This is an optimization exercise on Yosys and OpenROAD, whose aim is small area, not a production implementation. Function was checked by simulation only, so behaviour that the tests miss may differ from the original.

==> design/flow/design.v <==
`timescale 1ns / 1ps
module SINE_LUT_V4 (input [8:0] ADDR, output reg [12:0] DATA);
always @(*) begin
    case (ADDR)
    9'd0: DATA = 13'h0000;
    9'd1: DATA = 13'h0032;
    9'd2: DATA = 13'h0065;
    9'd3: DATA = 13'h0097;
    9'd4: DATA = 13'h00c9;
    9'd5: DATA = 13'h00fb;
    9'd6: DATA = 13'h012d;
    9'd7: DATA = 13'h0160;
    9'd8: DATA = 13'h0192;
    9'd9: DATA = 13'h01c4;
    9'd10: DATA = 13'h01f6;
    9'd11: DATA = 13'h0228;
    9'd12: DATA = 13'h025b;
    9'd13: DATA = 13'h028d;
    9'd14: DATA = 13'h02bf;
    9'd15: DATA = 13'h02f1;
    9'd16: DATA = 13'h0323;
    9'd17: DATA = 13'h0355;
    9'd18: DATA = 13'h0387;
    9'd19: DATA = 13'h03b9;
    9'd20: DATA = 13'h03eb;
    9'd21: DATA = 13'h041d;
    9'd22: DATA = 13'h044e;
    9'd23: DATA = 13'h0480;
    9'd24: DATA = 13'h04b2;
    9'd25: DATA = 13'h04e4;
    9'd26: DATA = 13'h0515;
    9'd27: DATA = 13'h0547;
    9'd28: DATA = 13'h0578;
    9'd29: DATA = 13'h05aa;
    9'd30: DATA = 13'h05db;
    9'd31: DATA = 13'h060d;
    9'd32: DATA = 13'h063e;
    9'd33: DATA = 13'h066f;
    9'd34: DATA = 13'h06a0;
    9'd35: DATA = 13'h06d2;
    9'd36: DATA = 13'h0703;
    9'd37: DATA = 13'h0734;
    9'd38: DATA = 13'h0765;
    9'd39: DATA = 13'h0795;
    9'd40: DATA = 13'h07c6;
    9'd41: DATA = 13'h07f7;
    9'd42: DATA = 13'h0828;
    9'd43: DATA = 13'h0858;
    9'd44: DATA = 13'h0889;
    9'd45: DATA = 13'h08b9;
    9'd46: DATA = 13'h08e9;
    9'd47: DATA = 13'h091a;
    9'd48: DATA = 13'h094a;
    9'd49: DATA = 13'h097a;
    9'd50: DATA = 13'h09aa;
    9'd51: DATA = 13'h09da;
    9'd52: DATA = 13'h0a09;
    9'd53: DATA = 13'h0a39;
    9'd54: DATA = 13'h0a69;
    9'd55: DATA = 13'h0a98;
    9'd56: DATA = 13'h0ac7;
    9'd57: DATA = 13'h0af7;
    9'd58: DATA = 13'h0b26;
    9'd59: DATA = 13'h0b55;
    9'd60: DATA = 13'h0b84;
    9'd61: DATA = 13'h0bb3;
    9'd62: DATA = 13'h0be1;
    9'd63: DATA = 13'h0c10;
    9'd64: DATA = 13'h0c3f;
    9'd65: DATA = 13'h0c6d;
    9'd66: DATA = 13'h0c9b;
    9'd67: DATA = 13'h0cc9;
    9'd68: DATA = 13'h0cf7;
    9'd69: DATA = 13'h0d25;
    9'd70: DATA = 13'h0d53;
    9'd71: DATA = 13'h0d81;
    9'd72: DATA = 13'h0dae;
    9'd73: DATA = 13'h0ddb;
    9'd74: DATA = 13'h0e09;
    9'd75: DATA = 13'h0e36;
    9'd76: DATA = 13'h0e63;
    9'd77: DATA = 13'h0e90;
    9'd78: DATA = 13'h0ebc;
    9'd79: DATA = 13'h0ee9;
    9'd80: DATA = 13'h0f15;
    9'd81: DATA = 13'h0f41;
    9'd82: DATA = 13'h0f6e;
    9'd83: DATA = 13'h0f9a;
    9'd84: DATA = 13'h0fc5;
    9'd85: DATA = 13'h0ff1;
    9'd86: DATA = 13'h101c;
    9'd87: DATA = 13'h1048;
    9'd88: DATA = 13'h1073;
    9'd89: DATA = 13'h109e;
    9'd90: DATA = 13'h10c9;
    9'd91: DATA = 13'h10f4;
    9'd92: DATA = 13'h111e;
    9'd93: DATA = 13'h1149;
    9'd94: DATA = 13'h1173;
    9'd95: DATA = 13'h119d;
    9'd96: DATA = 13'h11c7;
    9'd97: DATA = 13'h11f0;
    9'd98: DATA = 13'h121a;
    9'd99: DATA = 13'h1243;
    9'd100: DATA = 13'h126c;
    9'd101: DATA = 13'h1295;
    9'd102: DATA = 13'h12be;
    9'd103: DATA = 13'h12e7;
    9'd104: DATA = 13'h130f;
    9'd105: DATA = 13'h1338;
    9'd106: DATA = 13'h1360;
    9'd107: DATA = 13'h1388;
    9'd108: DATA = 13'h13af;
    9'd109: DATA = 13'h13d7;
    9'd110: DATA = 13'h13fe;
    9'd111: DATA = 13'h1425;
    9'd112: DATA = 13'h144c;
    9'd113: DATA = 13'h1473;
    9'd114: DATA = 13'h149a;
    9'd115: DATA = 13'h14c0;
    9'd116: DATA = 13'h14e6;
    9'd117: DATA = 13'h150c;
    9'd118: DATA = 13'h1532;
    9'd119: DATA = 13'h1557;
    9'd120: DATA = 13'h157d;
    9'd121: DATA = 13'h15a2;
    9'd122: DATA = 13'h15c7;
    9'd123: DATA = 13'h15ec;
    9'd124: DATA = 13'h1610;
    9'd125: DATA = 13'h1634;
    9'd126: DATA = 13'h1658;
    9'd127: DATA = 13'h167c;
    9'd128: DATA = 13'h16a0;
    9'd129: DATA = 13'h16c3;
    9'd130: DATA = 13'h16e7;
    9'd131: DATA = 13'h170a;
    9'd132: DATA = 13'h172c;
    9'd133: DATA = 13'h174f;
    9'd134: DATA = 13'h1771;
    9'd135: DATA = 13'h1793;
    9'd136: DATA = 13'h17b5;
    9'd137: DATA = 13'h17d7;
    9'd138: DATA = 13'h17f8;
    9'd139: DATA = 13'h1819;
    9'd140: DATA = 13'h183a;
    9'd141: DATA = 13'h185b;
    9'd142: DATA = 13'h187b;
    9'd143: DATA = 13'h189c;
    9'd144: DATA = 13'h18bc;
    9'd145: DATA = 13'h18db;
    9'd146: DATA = 13'h18fb;
    9'd147: DATA = 13'h191a;
    9'd148: DATA = 13'h1939;
    9'd149: DATA = 13'h1958;
    9'd150: DATA = 13'h1977;
    9'd151: DATA = 13'h1995;
    9'd152: DATA = 13'h19b3;
    9'd153: DATA = 13'h19d1;
    9'd154: DATA = 13'h19ee;
    9'd155: DATA = 13'h1a0c;
    9'd156: DATA = 13'h1a29;
    9'd157: DATA = 13'h1a46;
    9'd158: DATA = 13'h1a62;
    9'd159: DATA = 13'h1a7f;
    9'd160: DATA = 13'h1a9b;
    9'd161: DATA = 13'h1ab6;
    9'd162: DATA = 13'h1ad2;
    9'd163: DATA = 13'h1aed;
    9'd164: DATA = 13'h1b08;
    9'd165: DATA = 13'h1b23;
    9'd166: DATA = 13'h1b3d;
    9'd167: DATA = 13'h1b58;
    9'd168: DATA = 13'h1b72;
    9'd169: DATA = 13'h1b8b;
    9'd170: DATA = 13'h1ba5;
    9'd171: DATA = 13'h1bbe;
    9'd172: DATA = 13'h1bd7;
    9'd173: DATA = 13'h1bf0;
    9'd174: DATA = 13'h1c08;
    9'd175: DATA = 13'h1c20;
    9'd176: DATA = 13'h1c38;
    9'd177: DATA = 13'h1c4f;
    9'd178: DATA = 13'h1c67;
    9'd179: DATA = 13'h1c7e;
    9'd180: DATA = 13'h1c94;
    9'd181: DATA = 13'h1cab;
    9'd182: DATA = 13'h1cc1;
    9'd183: DATA = 13'h1cd7;
    9'd184: DATA = 13'h1ced;
    9'd185: DATA = 13'h1d02;
    9'd186: DATA = 13'h1d17;
    9'd187: DATA = 13'h1d2c;
    9'd188: DATA = 13'h1d40;
    9'd189: DATA = 13'h1d55;
    9'd190: DATA = 13'h1d68;
    9'd191: DATA = 13'h1d7c;
    9'd192: DATA = 13'h1d8f;
    9'd193: DATA = 13'h1da3;
    9'd194: DATA = 13'h1db5;
    9'd195: DATA = 13'h1dc8;
    9'd196: DATA = 13'h1dda;
    9'd197: DATA = 13'h1dec;
    9'd198: DATA = 13'h1dfe;
    9'd199: DATA = 13'h1e0f;
    9'd200: DATA = 13'h1e20;
    9'd201: DATA = 13'h1e31;
    9'd202: DATA = 13'h1e41;
    9'd203: DATA = 13'h1e52;
    9'd204: DATA = 13'h1e62;
    9'd205: DATA = 13'h1e71;
    9'd206: DATA = 13'h1e81;
    9'd207: DATA = 13'h1e90;
    9'd208: DATA = 13'h1e9e;
    9'd209: DATA = 13'h1ead;
    9'd210: DATA = 13'h1ebb;
    9'd211: DATA = 13'h1ec9;
    9'd212: DATA = 13'h1ed6;
    9'd213: DATA = 13'h1ee4;
    9'd214: DATA = 13'h1ef1;
    9'd215: DATA = 13'h1efd;
    9'd216: DATA = 13'h1f0a;
    9'd217: DATA = 13'h1f16;
    9'd218: DATA = 13'h1f21;
    9'd219: DATA = 13'h1f2d;
    9'd220: DATA = 13'h1f38;
    9'd221: DATA = 13'h1f43;
    9'd222: DATA = 13'h1f4d;
    9'd223: DATA = 13'h1f58;
    9'd224: DATA = 13'h1f62;
    9'd225: DATA = 13'h1f6b;
    9'd226: DATA = 13'h1f75;
    9'd227: DATA = 13'h1f7e;
    9'd228: DATA = 13'h1f86;
    9'd229: DATA = 13'h1f8f;
    9'd230: DATA = 13'h1f97;
    9'd231: DATA = 13'h1f9f;
    9'd232: DATA = 13'h1fa6;
    9'd233: DATA = 13'h1fae;
    9'd234: DATA = 13'h1fb4;
    9'd235: DATA = 13'h1fbb;
    9'd236: DATA = 13'h1fc1;
    9'd237: DATA = 13'h1fc7;
    9'd238: DATA = 13'h1fcd;
    9'd239: DATA = 13'h1fd2;
    9'd240: DATA = 13'h1fd8;
    9'd241: DATA = 13'h1fdc;
    9'd242: DATA = 13'h1fe1;
    9'd243: DATA = 13'h1fe5;
    9'd244: DATA = 13'h1fe9;
    9'd245: DATA = 13'h1fec;
    9'd246: DATA = 13'h1ff0;
    9'd247: DATA = 13'h1ff3;
    9'd248: DATA = 13'h1ff5;
    9'd249: DATA = 13'h1ff7;
    9'd250: DATA = 13'h1ff9;
    9'd251: DATA = 13'h1ffb;
    9'd252: DATA = 13'h1ffd;
    9'd253: DATA = 13'h1ffe;
    9'd254: DATA = 13'h1ffe;
    9'd255: DATA = 13'h1fff;
    9'd256: DATA = 13'h1fff;
    default: DATA = 13'h0000;
    endcase
end
endmodule
`timescale 1ns / 1ps
module NCO_V4 (
    input clk,
    input rst,
    input [31:0] FREQ_WORD,
    output [13:0] SINE_WAVE,
    output [12:0] SIN_MAG,
    output SIN_NEG,
    output [12:0] COS_MAG,
    output COS_NEG);
reg [31:0] ACCUMULATOR;
reg [13:0] SINE;
assign SINE_WAVE = SINE;
wire [1:0] q = ACCUMULATOR[31:30];
wire [7:0] r = ACCUMULATOR[29:22];
wire [8:0] r_up = {1'b0, r};
wire [8:0] r_dn;
RCA_V4 #(.W(9)) neg_r (.A({1'b0, ~r}), .B(9'd0), .CI(1'b1), .S(r_dn), .CO());    
SINE_LUT_V4 sine_lut (.ADDR(q[0] ? r_dn : r_up), .DATA(SIN_MAG));
SINE_LUT_V4 cos_lut  (.ADDR(q[0] ? r_up : r_dn), .DATA(COS_MAG));
assign SIN_NEG = q[1];
assign COS_NEG = q[1] ^ q[0];
wire [13:0] sin_val;
RCA_V4 #(.W(14)) neg_s (.A({1'b0, SIN_MAG} ^ {14{SIN_NEG}}), .B(14'd0), .CI(SIN_NEG), .S(sin_val), .CO());
wire [31:0] acc_next;
RCA_V4 #(.W(32)) add (.A(ACCUMULATOR), .B(FREQ_WORD), .CI(1'b0), .S(acc_next), .CO());
always @ (posedge clk or posedge rst) begin
    if(rst) begin
        ACCUMULATOR <= 0;
        SINE <= 0;
    end
    else begin
        ACCUMULATOR <= acc_next;
        SINE <= sin_val;
    end
end
endmodule
`timescale 1ns / 1ps
module MIXER_V4 (input signed [13:0] A, input [12:0] T, input S, output [12:0] P);
wire w1 = T[0] ^ 1'b0;
wire w2 = (T[1] & ~T[0] & ~1'b0) | (~T[1] & T[0] & 1'b0);
wire w3 = T[1] ^ S;
wire w4 = ((w1 & A[0]) | (w2 & 1'b0)) ^ w3;
wire w5 = ((w1 & A[1]) | (w2 & A[0])) ^ w3;
wire w6 = ((w1 & A[2]) | (w2 & A[1])) ^ w3;
wire w7 = ((w1 & A[3]) | (w2 & A[2])) ^ w3;
wire w8 = ((w1 & A[4]) | (w2 & A[3])) ^ w3;
wire w9 = ((w1 & A[5]) | (w2 & A[4])) ^ w3;
wire w10 = ((w1 & A[6]) | (w2 & A[5])) ^ w3;
wire w11 = ((w1 & A[7]) | (w2 & A[6])) ^ w3;
wire w12 = ((w1 & A[8]) | (w2 & A[7])) ^ w3;
wire w13 = ((w1 & A[9]) | (w2 & A[8])) ^ w3;
wire w14 = ((w1 & A[10]) | (w2 & A[9])) ^ w3;
wire w15 = ((w1 & A[11]) | (w2 & A[10])) ^ w3;
wire w16 = ((w1 & A[12]) | (w2 & A[11])) ^ w3;
wire w17 = ((w1 & A[13]) | (w2 & A[12])) ^ w3;
wire w18 = ((w1 & A[13]) | (w2 & A[13])) ^ w3;
wire w19 = ~w18;
wire w20 = T[2] ^ T[1];
wire w21 = (T[3] & ~T[2] & ~T[1]) | (~T[3] & T[2] & T[1]);
wire w22 = T[3] ^ S;
wire w23 = ((w20 & A[0]) | (w21 & 1'b0)) ^ w22;
wire w24 = ((w20 & A[1]) | (w21 & A[0])) ^ w22;
wire w25 = ((w20 & A[2]) | (w21 & A[1])) ^ w22;
wire w26 = ((w20 & A[3]) | (w21 & A[2])) ^ w22;
wire w27 = ((w20 & A[4]) | (w21 & A[3])) ^ w22;
wire w28 = ((w20 & A[5]) | (w21 & A[4])) ^ w22;
wire w29 = ((w20 & A[6]) | (w21 & A[5])) ^ w22;
wire w30 = ((w20 & A[7]) | (w21 & A[6])) ^ w22;
wire w31 = ((w20 & A[8]) | (w21 & A[7])) ^ w22;
wire w32 = ((w20 & A[9]) | (w21 & A[8])) ^ w22;
wire w33 = ((w20 & A[10]) | (w21 & A[9])) ^ w22;
wire w34 = ((w20 & A[11]) | (w21 & A[10])) ^ w22;
wire w35 = ((w20 & A[12]) | (w21 & A[11])) ^ w22;
wire w36 = ((w20 & A[13]) | (w21 & A[12])) ^ w22;
wire w37 = ((w20 & A[13]) | (w21 & A[13])) ^ w22;
wire w38 = ~w37;
wire w39 = T[4] ^ T[3];
wire w40 = (T[5] & ~T[4] & ~T[3]) | (~T[5] & T[4] & T[3]);
wire w41 = T[5] ^ S;
wire w42 = ((w39 & A[0]) | (w40 & 1'b0)) ^ w41;
wire w43 = ((w39 & A[1]) | (w40 & A[0])) ^ w41;
wire w44 = ((w39 & A[2]) | (w40 & A[1])) ^ w41;
wire w45 = ((w39 & A[3]) | (w40 & A[2])) ^ w41;
wire w46 = ((w39 & A[4]) | (w40 & A[3])) ^ w41;
wire w47 = ((w39 & A[5]) | (w40 & A[4])) ^ w41;
wire w48 = ((w39 & A[6]) | (w40 & A[5])) ^ w41;
wire w49 = ((w39 & A[7]) | (w40 & A[6])) ^ w41;
wire w50 = ((w39 & A[8]) | (w40 & A[7])) ^ w41;
wire w51 = ((w39 & A[9]) | (w40 & A[8])) ^ w41;
wire w52 = ((w39 & A[10]) | (w40 & A[9])) ^ w41;
wire w53 = ((w39 & A[11]) | (w40 & A[10])) ^ w41;
wire w54 = ((w39 & A[12]) | (w40 & A[11])) ^ w41;
wire w55 = ((w39 & A[13]) | (w40 & A[12])) ^ w41;
wire w56 = ((w39 & A[13]) | (w40 & A[13])) ^ w41;
wire w57 = ~w56;
wire w58 = T[6] ^ T[5];
wire w59 = (T[7] & ~T[6] & ~T[5]) | (~T[7] & T[6] & T[5]);
wire w60 = T[7] ^ S;
wire w61 = ((w58 & A[0]) | (w59 & 1'b0)) ^ w60;
wire w62 = ((w58 & A[1]) | (w59 & A[0])) ^ w60;
wire w63 = ((w58 & A[2]) | (w59 & A[1])) ^ w60;
wire w64 = ((w58 & A[3]) | (w59 & A[2])) ^ w60;
wire w65 = ((w58 & A[4]) | (w59 & A[3])) ^ w60;
wire w66 = ((w58 & A[5]) | (w59 & A[4])) ^ w60;
wire w67 = ((w58 & A[6]) | (w59 & A[5])) ^ w60;
wire w68 = ((w58 & A[7]) | (w59 & A[6])) ^ w60;
wire w69 = ((w58 & A[8]) | (w59 & A[7])) ^ w60;
wire w70 = ((w58 & A[9]) | (w59 & A[8])) ^ w60;
wire w71 = ((w58 & A[10]) | (w59 & A[9])) ^ w60;
wire w72 = ((w58 & A[11]) | (w59 & A[10])) ^ w60;
wire w73 = ((w58 & A[12]) | (w59 & A[11])) ^ w60;
wire w74 = ((w58 & A[13]) | (w59 & A[12])) ^ w60;
wire w75 = ((w58 & A[13]) | (w59 & A[13])) ^ w60;
wire w76 = ~w75;
wire w77 = T[8] ^ T[7];
wire w78 = (T[9] & ~T[8] & ~T[7]) | (~T[9] & T[8] & T[7]);
wire w79 = T[9] ^ S;
wire w80 = ((w77 & A[0]) | (w78 & 1'b0)) ^ w79;
wire w81 = ((w77 & A[1]) | (w78 & A[0])) ^ w79;
wire w82 = ((w77 & A[2]) | (w78 & A[1])) ^ w79;
wire w83 = ((w77 & A[3]) | (w78 & A[2])) ^ w79;
wire w84 = ((w77 & A[4]) | (w78 & A[3])) ^ w79;
wire w85 = ((w77 & A[5]) | (w78 & A[4])) ^ w79;
wire w86 = ((w77 & A[6]) | (w78 & A[5])) ^ w79;
wire w87 = ((w77 & A[7]) | (w78 & A[6])) ^ w79;
wire w88 = ((w77 & A[8]) | (w78 & A[7])) ^ w79;
wire w89 = ((w77 & A[9]) | (w78 & A[8])) ^ w79;
wire w90 = ((w77 & A[10]) | (w78 & A[9])) ^ w79;
wire w91 = ((w77 & A[11]) | (w78 & A[10])) ^ w79;
wire w92 = ((w77 & A[12]) | (w78 & A[11])) ^ w79;
wire w93 = ((w77 & A[13]) | (w78 & A[12])) ^ w79;
wire w94 = ((w77 & A[13]) | (w78 & A[13])) ^ w79;
wire w95 = ~w94;
wire w96 = T[10] ^ T[9];
wire w97 = (T[11] & ~T[10] & ~T[9]) | (~T[11] & T[10] & T[9]);
wire w98 = T[11] ^ S;
wire w99 = ((w96 & A[0]) | (w97 & 1'b0)) ^ w98;
wire w100 = ((w96 & A[1]) | (w97 & A[0])) ^ w98;
wire w101 = ((w96 & A[2]) | (w97 & A[1])) ^ w98;
wire w102 = ((w96 & A[3]) | (w97 & A[2])) ^ w98;
wire w103 = ((w96 & A[4]) | (w97 & A[3])) ^ w98;
wire w104 = ((w96 & A[5]) | (w97 & A[4])) ^ w98;
wire w105 = ((w96 & A[6]) | (w97 & A[5])) ^ w98;
wire w106 = ((w96 & A[7]) | (w97 & A[6])) ^ w98;
wire w107 = ((w96 & A[8]) | (w97 & A[7])) ^ w98;
wire w108 = ((w96 & A[9]) | (w97 & A[8])) ^ w98;
wire w109 = ((w96 & A[10]) | (w97 & A[9])) ^ w98;
wire w110 = ((w96 & A[11]) | (w97 & A[10])) ^ w98;
wire w111 = ((w96 & A[12]) | (w97 & A[11])) ^ w98;
wire w112 = ((w96 & A[13]) | (w97 & A[12])) ^ w98;
wire w113 = ((w96 & A[13]) | (w97 & A[13])) ^ w98;
wire w114 = ~w113;
wire w115 = T[12] ^ T[11];
wire w116 = (1'b0 & ~T[12] & ~T[11]) | (~1'b0 & T[12] & T[11]);
wire w117 = 1'b0 ^ S;
wire w118 = ((w115 & A[0]) | (w116 & 1'b0)) ^ w117;
wire w119 = ((w115 & A[1]) | (w116 & A[0])) ^ w117;
wire w120 = ((w115 & A[2]) | (w116 & A[1])) ^ w117;
wire w121 = ((w115 & A[3]) | (w116 & A[2])) ^ w117;
wire w122 = ((w115 & A[4]) | (w116 & A[3])) ^ w117;
wire w123 = ((w115 & A[5]) | (w116 & A[4])) ^ w117;
wire w124 = ((w115 & A[6]) | (w116 & A[5])) ^ w117;
wire w125 = ((w115 & A[7]) | (w116 & A[6])) ^ w117;
wire w126 = ((w115 & A[8]) | (w116 & A[7])) ^ w117;
wire w127 = ((w115 & A[9]) | (w116 & A[8])) ^ w117;
wire w128 = ((w115 & A[10]) | (w116 & A[9])) ^ w117;
wire w129 = ((w115 & A[11]) | (w116 & A[10])) ^ w117;
wire w130 = ((w115 & A[12]) | (w116 & A[11])) ^ w117;
wire w131 = ((w115 & A[13]) | (w116 & A[12])) ^ w117;
wire w132 = ((w115 & A[13]) | (w116 & A[13])) ^ w117;
wire w133 = ~w132;
wire w134 = w14 ^ w31;
wire w135 = w14 & w31;
wire w136 = w15 ^ w32;
wire w137 = w15 & w32;
wire w138 = w16 ^ w33 ^ w50;
wire w139 = (w16 & w33) | (w50 & (w16 ^ w33));
wire w140 = w67 ^ w84;
wire w141 = w67 & w84;
wire w142 = w17 ^ w34 ^ w51;
wire w143 = (w17 & w34) | (w51 & (w17 ^ w34));
wire w144 = w68 ^ w85;
wire w145 = w68 & w85;
wire w146 = w19 ^ w35 ^ w52;
wire w147 = (w19 & w35) | (w52 & (w19 ^ w35));
wire w148 = w69 ^ w86 ^ w103;
wire w149 = (w69 & w86) | (w103 & (w69 ^ w86));
wire w150 = w36 ^ w53 ^ w70;
wire w151 = (w36 & w53) | (w70 & (w36 ^ w53));
wire w152 = w87 ^ w104;
wire w153 = w87 & w104;
wire w154 = w38 ^ w54 ^ w71;
wire w155 = (w38 & w54) | (w71 & (w38 ^ w54));
wire w156 = w55 ^ w72;
wire w157 = w55 & w72;
wire w158 = w10 ^ w27;
wire w159 = w10 & w27;
wire w160 = w11 ^ w28;
wire w161 = w11 & w28;
wire w162 = w12 ^ w29 ^ w46;
wire w163 = (w12 & w29) | (w46 & (w12 ^ w29));
wire w164 = w63 ^ w80;
wire w165 = w63 & w80;
wire w166 = w13 ^ w30 ^ w47;
wire w167 = (w13 & w30) | (w47 & (w13 ^ w30));
wire w168 = w64 ^ w81;
wire w169 = w64 & w81;
wire w170 = w134 ^ w48 ^ w65;
wire w171 = (w134 & w48) | (w65 & (w134 ^ w48));
wire w172 = w82 ^ w99 ^ w98;
wire w173 = (w82 & w99) | (w98 & (w82 ^ w99));
wire w174 = w136 ^ w49 ^ w66;
wire w175 = (w136 & w49) | (w66 & (w136 ^ w49));
wire w176 = w83 ^ w100 ^ w135;
wire w177 = (w83 & w100) | (w135 & (w83 ^ w100));
wire w178 = w138 ^ w140 ^ w101;
wire w179 = (w138 & w140) | (w101 & (w138 ^ w140));
wire w180 = w118 ^ w117 ^ w137;
wire w181 = (w118 & w117) | (w137 & (w118 ^ w117));
wire w182 = w142 ^ w144 ^ w102;
wire w183 = (w142 & w144) | (w102 & (w142 ^ w144));
wire w184 = w119 ^ w139 ^ w141;
wire w185 = (w119 & w139) | (w141 & (w119 ^ w139));
wire w186 = w146 ^ w148 ^ w120;
wire w187 = (w146 & w148) | (w120 & (w146 ^ w148));
wire w188 = 1'b1 ^ w143 ^ w145;
wire w189 = (1'b1 & w143) | (w145 & (1'b1 ^ w143));
wire w190 = w150 ^ w152 ^ w121;
wire w191 = (w150 & w152) | (w121 & (w150 ^ w152));
wire w192 = 1'b1 ^ w147 ^ w149;
wire w193 = (1'b1 & w147) | (w149 & (1'b1 ^ w147));
wire w194 = w154 ^ w88 ^ w105;
wire w195 = (w154 & w88) | (w105 & (w154 ^ w88));
wire w196 = w122 ^ w151 ^ w153;
wire w197 = (w122 & w151) | (w153 & (w122 ^ w151));
wire w198 = w156 ^ w89 ^ w106;
wire w199 = (w156 & w89) | (w106 & (w156 ^ w89));
wire w200 = w123 ^ 1'b1 ^ w155;
wire w201 = (w123 & 1'b1) | (w155 & (w123 ^ 1'b1));
wire w202 = w57 ^ w73 ^ w90;
wire w203 = (w57 & w73) | (w90 & (w57 ^ w73));
wire w204 = w107 ^ w124 ^ w157;
wire w205 = (w107 & w124) | (w157 & (w107 ^ w124));
wire w206 = w74 ^ w91 ^ w108;
wire w207 = (w74 & w91) | (w108 & (w74 ^ w91));
wire w208 = w125 ^ 1'b1;
wire w209 = w125 & 1'b1;
wire w210 = w76 ^ w92 ^ w109;
wire w211 = (w76 & w92) | (w109 & (w76 ^ w92));
wire w212 = w93 ^ w110;
wire w213 = w93 & w110;
wire w214 = w8 ^ w25;
wire w215 = w8 & w25;
wire w216 = w9 ^ w26;
wire w217 = w9 & w26;
wire w218 = w158 ^ w44 ^ w61;
wire w219 = (w158 & w44) | (w61 & (w158 ^ w44));
wire w220 = w160 ^ w45 ^ w62;
wire w221 = (w160 & w45) | (w62 & (w160 ^ w45));
wire w222 = w162 ^ w164 ^ w79;
wire w223 = (w162 & w164) | (w79 & (w162 ^ w164));
wire w224 = w166 ^ w168 ^ w163;
wire w225 = (w166 & w168) | (w163 & (w166 ^ w168));
wire w226 = w170 ^ w172 ^ w167;
wire w227 = (w170 & w172) | (w167 & (w170 ^ w172));
wire w228 = w174 ^ w176 ^ w171;
wire w229 = (w174 & w176) | (w171 & (w174 ^ w176));
wire w230 = w178 ^ w180 ^ w175;
wire w231 = (w178 & w180) | (w175 & (w178 ^ w180));
wire w232 = w182 ^ w184 ^ w179;
wire w233 = (w182 & w184) | (w179 & (w182 ^ w184));
wire w234 = w186 ^ w188 ^ w183;
wire w235 = (w186 & w188) | (w183 & (w186 ^ w188));
wire w236 = w190 ^ w192 ^ w187;
wire w237 = (w190 & w192) | (w187 & (w190 ^ w192));
wire w238 = w194 ^ w196 ^ w191;
wire w239 = (w194 & w196) | (w191 & (w194 ^ w196));
wire w240 = w198 ^ w200 ^ w195;
wire w241 = (w198 & w200) | (w195 & (w198 ^ w200));
wire w242 = w202 ^ w204 ^ w199;
wire w243 = (w202 & w204) | (w199 & (w202 ^ w204));
wire w244 = w206 ^ w208 ^ w203;
wire w245 = (w206 & w208) | (w203 & (w206 ^ w208));
wire w246 = w210 ^ w126 ^ w207;
wire w247 = (w210 & w126) | (w207 & (w210 ^ w126));
wire w248 = w212 ^ w127 ^ 1'b1;
wire w249 = (w212 & w127) | (1'b1 & (w212 ^ w127));
wire w250 = w95 ^ w111 ^ w128;
wire w251 = (w95 & w111) | (w128 & (w95 ^ w111));
wire w252 = w112 ^ w129;
wire w253 = w112 & w129;
wire w254 = w6 ^ w23;
wire w255 = w6 & w23;
wire w256 = w7 ^ w24;
wire w257 = w7 & w24;
wire w258 = w214 ^ w42 ^ w41;
wire w259 = (w214 & w42) | (w41 & (w214 ^ w42));
wire w260 = w216 ^ w43 ^ w215;
wire w261 = (w216 & w43) | (w215 & (w216 ^ w43));
wire w262 = w218 ^ w60 ^ w217;
wire w263 = (w218 & w60) | (w217 & (w218 ^ w60));
wire w264 = w220 ^ w159 ^ w219;
wire w265 = (w220 & w159) | (w219 & (w220 ^ w159));
wire w266 = w222 ^ w161 ^ w221;
wire w267 = (w222 & w161) | (w221 & (w222 ^ w161));
wire w268 = w224 ^ w165 ^ w223;
wire w269 = (w224 & w165) | (w223 & (w224 ^ w165));
wire w270 = w226 ^ w169 ^ w225;
wire w271 = (w226 & w169) | (w225 & (w226 ^ w169));
wire w272 = w228 ^ w173 ^ w227;
wire w273 = (w228 & w173) | (w227 & (w228 ^ w173));
wire w274 = w230 ^ w177 ^ w229;
wire w275 = (w230 & w177) | (w229 & (w230 ^ w177));
wire w276 = w232 ^ w181 ^ w231;
wire w277 = (w232 & w181) | (w231 & (w232 ^ w181));
wire w278 = w234 ^ w185 ^ w233;
wire w279 = (w234 & w185) | (w233 & (w234 ^ w185));
wire w280 = w236 ^ w189 ^ w235;
wire w281 = (w236 & w189) | (w235 & (w236 ^ w189));
wire w282 = w238 ^ w193 ^ w237;
wire w283 = (w238 & w193) | (w237 & (w238 ^ w193));
wire w284 = w240 ^ w197 ^ w239;
wire w285 = (w240 & w197) | (w239 & (w240 ^ w197));
wire w286 = w242 ^ w201 ^ w241;
wire w287 = (w242 & w201) | (w241 & (w242 ^ w201));
wire w288 = w244 ^ w205 ^ w243;
wire w289 = (w244 & w205) | (w243 & (w244 ^ w205));
wire w290 = w246 ^ w209 ^ w245;
wire w291 = (w246 & w209) | (w245 & (w246 ^ w209));
wire w292 = w248 ^ w211 ^ w247;
wire w293 = (w248 & w211) | (w247 & (w248 ^ w211));
wire w294 = w250 ^ w213 ^ w249;
wire w295 = (w250 & w213) | (w249 & (w250 ^ w213));
wire w296 = w252 ^ 1'b1 ^ w251;
wire w297 = (w252 & 1'b1) | (w251 & (w252 ^ 1'b1));
wire w298 = w114 ^ w130 ^ w253;
wire w299 = (w114 & w130) | (w253 & (w114 ^ w130));
wire w300 = w131 ^ 1'b1;
wire w301 = w131 & 1'b1;
wire w302 = (w4 & w3) | (1'b0 & (w4 ^ w3));
wire w303 = (w5 & 1'b0) | (w302 & (w5 ^ 1'b0));
wire w304 = (w254 & w22) | (w303 & (w254 ^ w22));
wire w305 = (w256 & w255) | (w304 & (w256 ^ w255));
wire w306 = (w258 & w257) | (w305 & (w258 ^ w257));
wire w307 = (w260 & w259) | (w306 & (w260 ^ w259));
wire w308 = (w262 & w261) | (w307 & (w262 ^ w261));
wire w309 = (w264 & w263) | (w308 & (w264 ^ w263));
wire w310 = (w266 & w265) | (w309 & (w266 ^ w265));
wire w311 = (w268 & w267) | (w310 & (w268 ^ w267));
wire w312 = (w270 & w269) | (w311 & (w270 ^ w269));
wire w313 = (w272 & w271) | (w312 & (w272 ^ w271));
wire w314 = (w274 & w273) | (w313 & (w274 ^ w273));
wire w315 = (w276 & w275) | (w314 & (w276 ^ w275));
wire w316 = w278 ^ w277 ^ w315;
wire w317 = (w278 & w277) | (w315 & (w278 ^ w277));
wire w318 = w280 ^ w279 ^ w317;
wire w319 = (w280 & w279) | (w317 & (w280 ^ w279));
wire w320 = w282 ^ w281 ^ w319;
wire w321 = (w282 & w281) | (w319 & (w282 ^ w281));
wire w322 = w284 ^ w283 ^ w321;
wire w323 = (w284 & w283) | (w321 & (w284 ^ w283));
wire w324 = w286 ^ w285 ^ w323;
wire w325 = (w286 & w285) | (w323 & (w286 ^ w285));
wire w326 = w288 ^ w287 ^ w325;
wire w327 = (w288 & w287) | (w325 & (w288 ^ w287));
wire w328 = w290 ^ w289 ^ w327;
wire w329 = (w290 & w289) | (w327 & (w290 ^ w289));
wire w330 = w292 ^ w291 ^ w329;
wire w331 = (w292 & w291) | (w329 & (w292 ^ w291));
wire w332 = w294 ^ w293 ^ w331;
wire w333 = (w294 & w293) | (w331 & (w294 ^ w293));
wire w334 = w296 ^ w295 ^ w333;
wire w335 = (w296 & w295) | (w333 & (w296 ^ w295));
wire w336 = w298 ^ w297 ^ w335;
wire w337 = (w298 & w297) | (w335 & (w298 ^ w297));
wire w338 = w300 ^ w299 ^ w337;
wire w339 = (w300 & w299) | (w337 & (w300 ^ w299));
wire w340 = w133 ^ w301 ^ w339;
wire w341 = 1'b1 ^ 1'b0 ^ w339;
assign P = {w340, w338, w336, w334, w332, w330, w328, w326, w324, w322, w320, w318, w316};
endmodule
`timescale 1ns / 1ps
module CIC_V4 (
    input clk,
    input rst,
    input [4:0] cnt,
    input [12:0] x,
    output [10:0] outI,
    output [10:0] outQ);
reg [16:0] A1, A2;
reg [20:0] P1, P2;
reg [19:0] Q1, Q2;
reg [10:0] S1a, S1b, S2a, S2b, S3a, S3b;
reg [10:0] oI, oQ;
assign outI = oI;
assign outQ = oQ;
wire bstart = (cnt[4:1] == 4'b1101);    
wire [16:0] asum;
wire [20:0] psum;
RCA_V4 #(.W(17)) addA (.A(A2 & {17{~bstart}}), .B({{4{x[12]}}, x}), .CI(1'b0), .S(asum), .CO());
RCA_V4 #(.W(21)) addP (.A(P2 & {21{~bstart}}), .B({{4{asum[16]}}, asum}), .CI(1'b0), .S(psum), .CO());
wire [19:0] qnext;
RCA_V4 #(.W(20)) addQ (.A({A2[15:0], 4'b0}), .B(~P2[19:0]), .CI(1'b1), .S(qnext), .CO());
wire [20:0] ysum;
RCA_V4 #(.W(21)) addY (.A(P2), .B({Q2[19], Q2}), .CI(1'b0), .S(ysum), .CO());
always @ (posedge clk or posedge rst) begin
    if(rst) begin
        A1 <= 0; A2 <= 0; P1 <= 0; P2 <= 0; Q1 <= 0; Q2 <= 0;
        S1a <= 0; S1b <= 0; S2a <= 0; S2b <= 0; S3a <= 0; S3b <= 0;
        oI <= 0; oQ <= 0;
    end
    else begin
        A1 <= asum; A2 <= A1;
        P1 <= psum; P2 <= P1;
        Q2 <= Q1;
        S1b <= S1a; S2b <= S2a; S3b <= S3a;
        if(bstart) begin
            Q1 <= qnext;
            S1a <= ysum[20:10];
            S2a <= S1b;
            S3a <= S2b;
        end
        else begin
            Q1 <= Q2;
            S1a <= S1b;
            S2a <= S2b;
            S3a <= S3b;
        end
        if(cnt == 5'd0) begin
            oQ <= S3b;
            oI <= S3a;
        end
    end
end
endmodule
`timescale 1ns / 1ps
module PIG_V4 (
    input clk,
    input ce,
    input rst,
    input [4:0] cnt,
    input [31:0] PARAM,
    input [10:0] PV,
    output [31:0] action);
reg kgz;                   
reg [4:0] kg5;             
reg [8:0] dE;              
reg [8:0] dI;              
reg ksign;
wire [8:0] dE_in, dI_in;
RCA_V4 #(.W(9)) addE (.A({2'b00, PARAM[22:16]}), .B({PARAM[7], PARAM[7:0]}), .CI(1'b0), .S(dE_in), .CO());
RCA_V4 #(.W(9)) addI (.A({2'b00, PARAM[22:16]}), .B({PARAM[15], PARAM[15:8]}), .CI(1'b0), .S(dI_in), .CO());
always @ (posedge clk) begin
    if(rst) begin
        kgz <= |PARAM[22:21];
        kg5 <= PARAM[20:16];
        dE <= dE_in;
        dI <= dI_in;
        ksign <= PARAM[23];
    end
end
reg [10:0] pvReg;
reg [10:0] pend;
reg [31:0] integrator;
reg [30:0] SH;
reg carry, seen;
reg [31:0] actionReg;
assign action = actionReg;
wire [11:0] error;
RCA_V4 #(.W(12)) negE (.A(~{pvReg[10], pvReg}), .B(12'd0), .CI(1'b1), .S(error), .CO());
wire cge_c;
RCA_V4 #(.W(5)) cmpG (.A(cnt), .B(~kg5), .CI(1'b1), .S(), .CO(cge_c));      
wire cge = ~kgz & cge_c;
wire [9:0] de, di;
RCA_V4 #(.W(10)) subE (.A({5'b0, cnt}), .B(~{dE[8], dE}), .CI(1'b1), .S(de), .CO());
RCA_V4 #(.W(10)) subI (.A({5'b0, cnt}), .B(~{dI[8], dI}), .CI(1'b1), .S(di), .CO());
wire deBig = (|de[8:4]) | (de[3] & de[2]);    
wire [3:0] deIdx = deBig ? 4'd11 : de[3:0];
wire [4:0] diIdx = (|di[8:5]) ? 5'd31 : di[4:0];
wire abit = cge & ~de[9] & error[deIdx];
wire bbit = cge & ~di[9] & integrator[diIdx];
wire first = (cnt == 5'd0);
wire cin = carry & ~first;
wire sn = seen & ~first;
wire s = abit ^ bbit ^ cin;
wire obit = s ^ (ksign & sn);
always @ (posedge clk) begin
    carry <= (abit & bbit) | (cin & (abit ^ bbit));
    seen <= sn | s;
    SH <= {obit, SH[30:1]};
end
wire [31:0] integ_next;
RCA_V4 #(.W(32)) addInt (.A(integrator), .B({{20{error[11]}}, error} & {32{ce}}), .CI(1'b0), .S(integ_next), .CO());
always @ (posedge clk or posedge rst) begin
    if(rst) begin
        pvReg <= 0;
        pend <= 0;
        integrator <= 0;
        actionReg <= 0;
    end
    else begin
        integrator <= integ_next;
        if(ce) begin
            actionReg <= {obit, SH};
            if(ksign) begin
                pvReg <= pend;
                pend <= PV;
            end
            else pvReg <= PV;
        end
    end
end
endmodule
`timescale 1ns / 1ps
module RCA_V4 #(parameter W = 8) (input [W-1:0] A, input [W-1:0] B, input CI, output [W-1:0] S, output CO);
wire [W:0] c;
assign c[0] = CI;
assign CO = c[W];
genvar i;
generate
    for(i = 0; i < W; i = i + 1) begin : bit_
        assign S[i] = A[i] ^ B[i] ^ c[i];
        assign c[i+1] = (A[i] & B[i]) | (c[i] & (A[i] ^ B[i]));
    end
endgenerate
endmodule
module OLINT_V4 (input [31:0] FERROR, input clk, input ce, input rst, output [31:0] PERROR);
    reg [31:0] phaseAccum;
    wire [31:0] nextAccum;
    assign PERROR = phaseAccum;
    RCA_V4 #(.W(32)) add (.A(phaseAccum), .B(FERROR & {32{ce}}), .CI(1'b0), .S(nextAccum), .CO());
    always @ (posedge clk or posedge rst) begin
        if(rst) phaseAccum <= 0;
        else phaseAccum <= nextAccum;
    end
endmodule
`timescale 1ns / 1ps
module PHASEMETER_V4#
(
    parameter AXIS_TDATA_WIDTH = 32,
    parameter integer GUESS = 340161410
)
(
    input clk,
    input rst,
    input en,
    input [AXIS_TDATA_WIDTH-1:0]        S_AXIS_SOURCE_tdata,
    input                               S_AXIS_SOURCE_tvalid,
    input [AXIS_TDATA_WIDTH-1:0]        S_AXIS_PARAM_tdata,  
    input                               S_AXIS_PARAM_tvalid,
    input [AXIS_TDATA_WIDTH-1:0]        S_AXIS_GUESS_tdata,  
    input                               S_AXIS_GUESS_tvalid,
    output wire [AXIS_TDATA_WIDTH-1:0]  M_AXIS_REF_tdata,
    output wire                         M_AXIS_REF_tvalid,
    output wire [AXIS_TDATA_WIDTH-1:0]  M_AXIS_QUAD_tdata,
    output wire                         M_AXIS_QUAD_tvalid,
    output wire [AXIS_TDATA_WIDTH-1:0]  M_AXIS_MIX_tdata,
    output wire                         M_AXIS_MIX_tvalid,
    output wire [AXIS_TDATA_WIDTH-1:0]  M_AXIS_LPF_tdata,  
    output wire                         M_AXIS_LPF_tvalid,
    output wire [AXIS_TDATA_WIDTH-1:0]  M_AXIS_PI_tdata,  
    output wire                         M_AXIS_PI_tvalid,
    output wire [AXIS_TDATA_WIDTH-1:0]  M_AXIS_PE_tdata,  
    output wire                         M_AXIS_PE_tvalid);
    localparam [31:0] guess = GUESS;
    assign M_AXIS_REF_tvalid = 1'b1;
    assign M_AXIS_QUAD_tvalid = 1'b1;
    assign M_AXIS_MIX_tvalid = 1'b1;
    assign M_AXIS_LPF_tvalid = 1'b1;
    assign M_AXIS_PI_tvalid = 1'b1;
    assign M_AXIS_PE_tvalid = 1'b1;
    reg [4:0] cnt;
    reg first;
    always @ (posedge clk or posedge rst) begin
        if(rst) begin
            cnt <= 5'd31;
            first <= 1'b1;
        end
        else begin
            cnt <= cnt + 5'd1;
            first <= 1'b0;
        end
    end
    wire strobe = (cnt == 5'd31) & ~first;
    reg [31:0] phase_word;
    wire [13:0] NCO_sine;
    wire [12:0] sin_mag, cos_mag;
    wire sin_neg, cos_neg;
    NCO_V4 refGen (.clk(clk), .rst(rst), .FREQ_WORD(phase_word), .SINE_WAVE(NCO_sine),
        .SIN_MAG(sin_mag), .SIN_NEG(sin_neg), .COS_MAG(cos_mag), .COS_NEG(cos_neg));
    wire [13:0] src = S_AXIS_SOURCE_tdata[13:0];
    wire [12:0] prodI, prodQ;
    MIXER_V4 mixer (.A(src), .T(sin_mag), .S(sin_neg), .P(prodI));
    MIXER_V4 mixer_quad (.A(src), .T(cos_mag), .S(cos_neg), .P(prodQ));
    reg [12:0] mixA, mixB, mixOut, mixQ;
    always @ (posedge clk or posedge rst) begin
        if(rst) begin
            mixA <= 0;
            mixB <= 0;
            mixOut <= 0;
        end
        else begin
            mixA <= prodI;
            mixB <= mixA;
            mixOut <= mixB;
        end
    end
    always @ (posedge clk) mixQ <= prodQ;
    wire [10:0] lpfOut, lpfQuadOut;
    CIC_V4 LPF (.clk(clk), .rst(rst), .cnt(cnt), .x(cnt[0] ? mixB : mixQ),
        .outI(lpfOut), .outQ(lpfQuadOut));
    wire [31:0] action, perror;
    PIG_V4 controller (.clk(clk), .ce(strobe), .rst(rst), .cnt(cnt), .PARAM(S_AXIS_PARAM_tdata),
        .PV(lpfOut), .action(action));
    OLINT_V4 PHASE_SUM (.clk(clk), .ce(strobe), .rst(rst), .FERROR(action), .PERROR(perror));
    wire [31:0] pw_next;
    RCA_V4 #(.W(32)) addG (.A(guess), .B(action), .CI(1'b0), .S(pw_next), .CO());
    always @ (posedge clk or posedge rst) begin
        if(rst) phase_word <= guess;
        else if(strobe && en) phase_word <= pw_next;
    end
    assign M_AXIS_REF_tdata = {NCO_sine, 18'b0};
    assign M_AXIS_MIX_tdata = {mixOut[12], mixOut, 18'b0};
    assign M_AXIS_LPF_tdata = {{3{lpfOut[10]}}, lpfOut, 18'b0};
    assign M_AXIS_QUAD_tdata = {{3{lpfQuadOut[10]}}, lpfQuadOut, 18'b0};
    assign M_AXIS_PI_tdata = action;
    assign M_AXIS_PE_tdata = perror;
endmodule
==> design/flow/run.sh <==
#!/bin/bash
# synth_recipe.tcl (not shown) runs the flow's synth.tcl, then flattens the netlist and writes it again
# the make line also repeats each setting of config.mk as NAME=value (left out here)
make -C /OpenROAD-flow-scripts/flow DESIGN_CONFIG=/design/flow/config.mk WORK_HOME=/design/flow/orfs CLKGATE_MAP_FILE= SYNTH_SCRIPT=/design/flow/synth_recipe.tcl finish
==> design/flow/config.mk <==
export PLATFORM = sky130hd
export DESIGN_NAME = PHASEMETER_V4
export DESIGN_NICKNAME = PHASEMETER_V4
export VERILOG_FILES = /design/flow/design.v
export SDC_FILE = /design/flow/constraint.sdc
export NUM_CORES = 4
export LEC_CHECK = 0
export ABC_AREA = 1
export CAP_MARGIN = 20
export CORE_MARGIN = 2
export CORE_UTILIZATION = 45
export SLEW_MARGIN = 20
export SYNTH_MEMORY_MAX_BITS = 32768
==> design/flow/constraint.sdc <==
create_clock -name core_clock -period 10.0 [get_ports {clk}]
set_input_delay 2.0000 -clock core_clock [delete_from_list [all_inputs] [get_ports {clk}]]
set_output_delay 2.0000 -clock core_clock [all_outputs]
set_load 0.01 [all_outputs]
==> impl_metrics.json <==
{
  "crit_top_cell": "fa_2",
  "gr-total-overflow": 0,
  "outcome": "finished with violations",
  "crit_path_max_fanout": 2,
  "critPathSlowestCell": "dfstp_2",
  "synth_top_area_cell": "dfrtp_1",
  "ys_seq_elements": 516,
  "async_reset_ff_share_pct": 86.24,
  "r2r.worst_path.cells": 45,
  "via_per_inst": 5.116,
  "setup_violations": 25,
  "yosys_warnings": 6,
  "synth_top_family_by_area": "adder cells",
  "synth_cells": 4064,
  "ys_top_cells_by_area": "dfrtp_1 29%, fa_1 17%, nand2_1 8.2%",
  "synth-compound-area-share_pct": 11.54,
  "die_h_um": 289.6,
  "place_hpwl_um": 86600,
  "finalClockSkew_ps": 84.72,
  "gp_congestion": 0.9814,
  "synth_edf_count": 25,
  "yosys.area_share.adder_pct": 23.55,
  "synth_simple_gate_area_share_pct": 13.57,
  "totalWireLength_um": 111400,
  "cts_buffer_depth": 3,
  "period_needed_ps": 12170,
  "synth.most_common_cell": "nand2_1",
  "synth_ff_type": "dfrtp_1",
  "cts_inserted_buffers": 57,
  "cts.sinks": 516,
  "final-seq-area_sq_um": 12830,
  "tns_ps": -22760,
  "num_rows": 104,
  "whs_ps": 273.0,
  "path_buf_inv": 6,
  "die_w_um": 289.6,
  "clock.fmax_mhz": 82.20,
  "yosysSeqAreaShare_pct": 34.95,
  "wire_per_inst_um": 18.59,
  "first_global_vias": 32010,
  "multi_input_area_sq_um": 21950,
  "fin_ws_ps": -2165,
  "first_pass_iters": 6,
  "start_util_pct": 45.51,
  "dieArea_sq_um": 83890,
  "hold_buffers": 0,
  "dr_total_vias": 30660,
  "grt_usage_pct": 27.17,
  "cp_top_family": "adder cells",
  "failed_checks": "setup timing",
  "max_stage_delay_ps": 380,
  "synth_xor_area_share_pct": 6.053,
  "drc": 0,
  "drt_iter0_markers": 2088,
  "hold_viol": 0,
  "grt_pass1_wl_um": 178600,
  "hold_path_class": "flop to flop",
  "yosys.area.top_type_share_pct": 29.10,
  "worstMarginPinSlew_ps": 912.9,
  "ant_nets": 0,
  "critPathLaunchType": "flop",
  "post_synth.cell_area_avg_sq_um": 9.034,
  "report.final.slew_viol_count": 0,
  "cp-end-kind": "flop",
  "cap_violations": 0,
  "portBuffers": 160,
  "grt_antenna_before_repair": 0,
  "relSlewSlack_pct": 39.14,
  "ys_types": 71,
  "fin_crit_sh_pct": 121.7,
  "cts_max_level": 2,
  "synthMuxAreaShare_pct": 0.1125,
  "synthesis.area_sq_um": 36710,
  "whs_path_depth": 0,
  "nFillCells": 7040,
  "cp.depth": 45,
  "fp.coreArea_sq_um": 80680,
  "clkTransAtPathRegs_ps": 60,
  "clkLatencyLatePin_ps": 660,
  "rsz0062_at_grt": "true",
  "grt_start_max_net_pins": 159,
  "diodes": 0,
  "drive_gt1_share_pct": 27.29,
  "io_pins": 300,
  "final_nets": 5492,
  "ys_top_cells_by_count": "805 x nand2_1, 550 x inv_1, 427 x dfrtp_1",
  "dp_slack_ps": -2849,
  "worstSetupPathType": "flop to flop",
  "crit_required_ps": 10460,
  "crit_arrival_ps": 12630,
  "cts.root.buffer_cell": "clkbuf_16",
  "syn2layout_area_growth_pct": 32.03,
  "cts_tree": "done"
}
worst paths after layout:
path                                                      endpoint  slack [ps]                      from
worst max-delay path            PHASE_SUM.phaseAccum[31]$_DFF_PP0_       -2170          cnt[0]$_DFF_PP1_
worst min-delay path                      controller.SH[8]$_DFF_P_         270  controller.SH[9]$_DFF_P_
worst max register to register  PHASE_SUM.phaseAccum[31]$_DFF_PP0_       -2170          cnt[0]$_DFF_PP1_
worst min register to register            controller.SH[8]$_DFF_P_         270  controller.SH[9]$_DFF_P_
max in group asynchronous                      LPF.P2[2]$_DFF_PP0_        6260                       rst
min in group asynchronous          controller.pvReg[3]$_DFFE_PP0N_        2210                       rst
registers in the layout, indices dropped and copies added, names as in the netlist, 17 cells and up:
signal,flops
controller.SH,31
controller.actionReg,32
LPF.P1,21
LPF.Q2,20
refGen.ACCUMULATOR,32
PHASE_SUM.phaseAccum,32
LPF.A2,17
LPF.Q1,20
controller.integrator,32
phase_word,32
LPF.A1,17
LPF.P2,21
through the flow:
stage | area, sq um | instances | util [%]
2_1_floorplan | 37670 | 4141 | -
3_3_place_gp | 44610 | 5807 | 55.30
3_5_place_dp | 44610 | 5807 | 55.30
4_1_cts | 48100 | 5976 | 59.62
5_1_grt | 48480 | 5993 | 60.09
6_report | 48480 | 5993 | 60.09
cells by family (layout without fill, tap and decap cells):
group,Yosys count,after routing
AND/OR/NAND/NOR,1221,1221
flip-flops,516,516
buffers and inverters,857,1649
AO/OA/AOI/OAI,713,713
multiplexers,4,4
XOR/XNOR,246,246
adder cells (fa/ha/maj),505,505
other,2,79
cell usage in the layout, fill, tap and decap left out, types with 58 or more instances in the layout:
cell               n
conb_1            79
o22ai_1          163
dfrtp_1          426
nand3_1          142
inv_1            512
fa_2             126
o21ai_0          219
clkbuf_16         58
buf_4            724
nor2_1           167
ha_1             181
fa_1             184
a21oi_1          121
xor2_1           183
clkdlybuf4s50_1  160
nand2_1          759
layout make-up:
type | count | area share (%)
sequential | 516 | 26.47
clock inverter | 22 | 0.5704
timing repair buffer | 958 | 16.91
multi-input combinational | 2768 | 45.28
tap | 1060 | 2.736
clock buffer | 85 | 3.428
inverter | 584 | 4.610
metal layers:
layer	GRT usage, %	vias to the layer above	share of wire (%)
li1	-	14530	-
met1	38.16	14990	44
met2	44.41	907	47
met3	3.014	225	5.4
met4	8.359	0	3.5
met5	0	-	0
timing repair:
item                                    in CTS  in global routing
gates cloned                                 2                  1
endpoints found under the setup margin      31                 32
resized for setup                          257                 61
buffers inserted                            62                 16
pin swaps                                  117                 26

-- port drivers added, routing unchanged --
How much do the figures lean on ideal ports? The routed layout below was timed once more, with nothing changed but the port constraints. Step 1 sets driving cells, clkbuf_16 on the clock port and buf_2 on the other inputs (assumed; they add their load-dependent delay and slew). Step 2 moves the port delays by t, midway between the first and last clock arrival at a register: inputs arrive t later, outputs are due t later. That takes back most of the time a late clock gives input paths. Slacks: ideal ports / drivers / drivers and shift; pairs: ideal ports / drivers.
t (ns): 0.677
setup WS [ns]: -2.165 / -2.165 / -2.165
worst setup path after step 2: register to register
For this run, drivers alone change the setup slack by 0.000 ns; drivers and shift together by 0.000 ns.
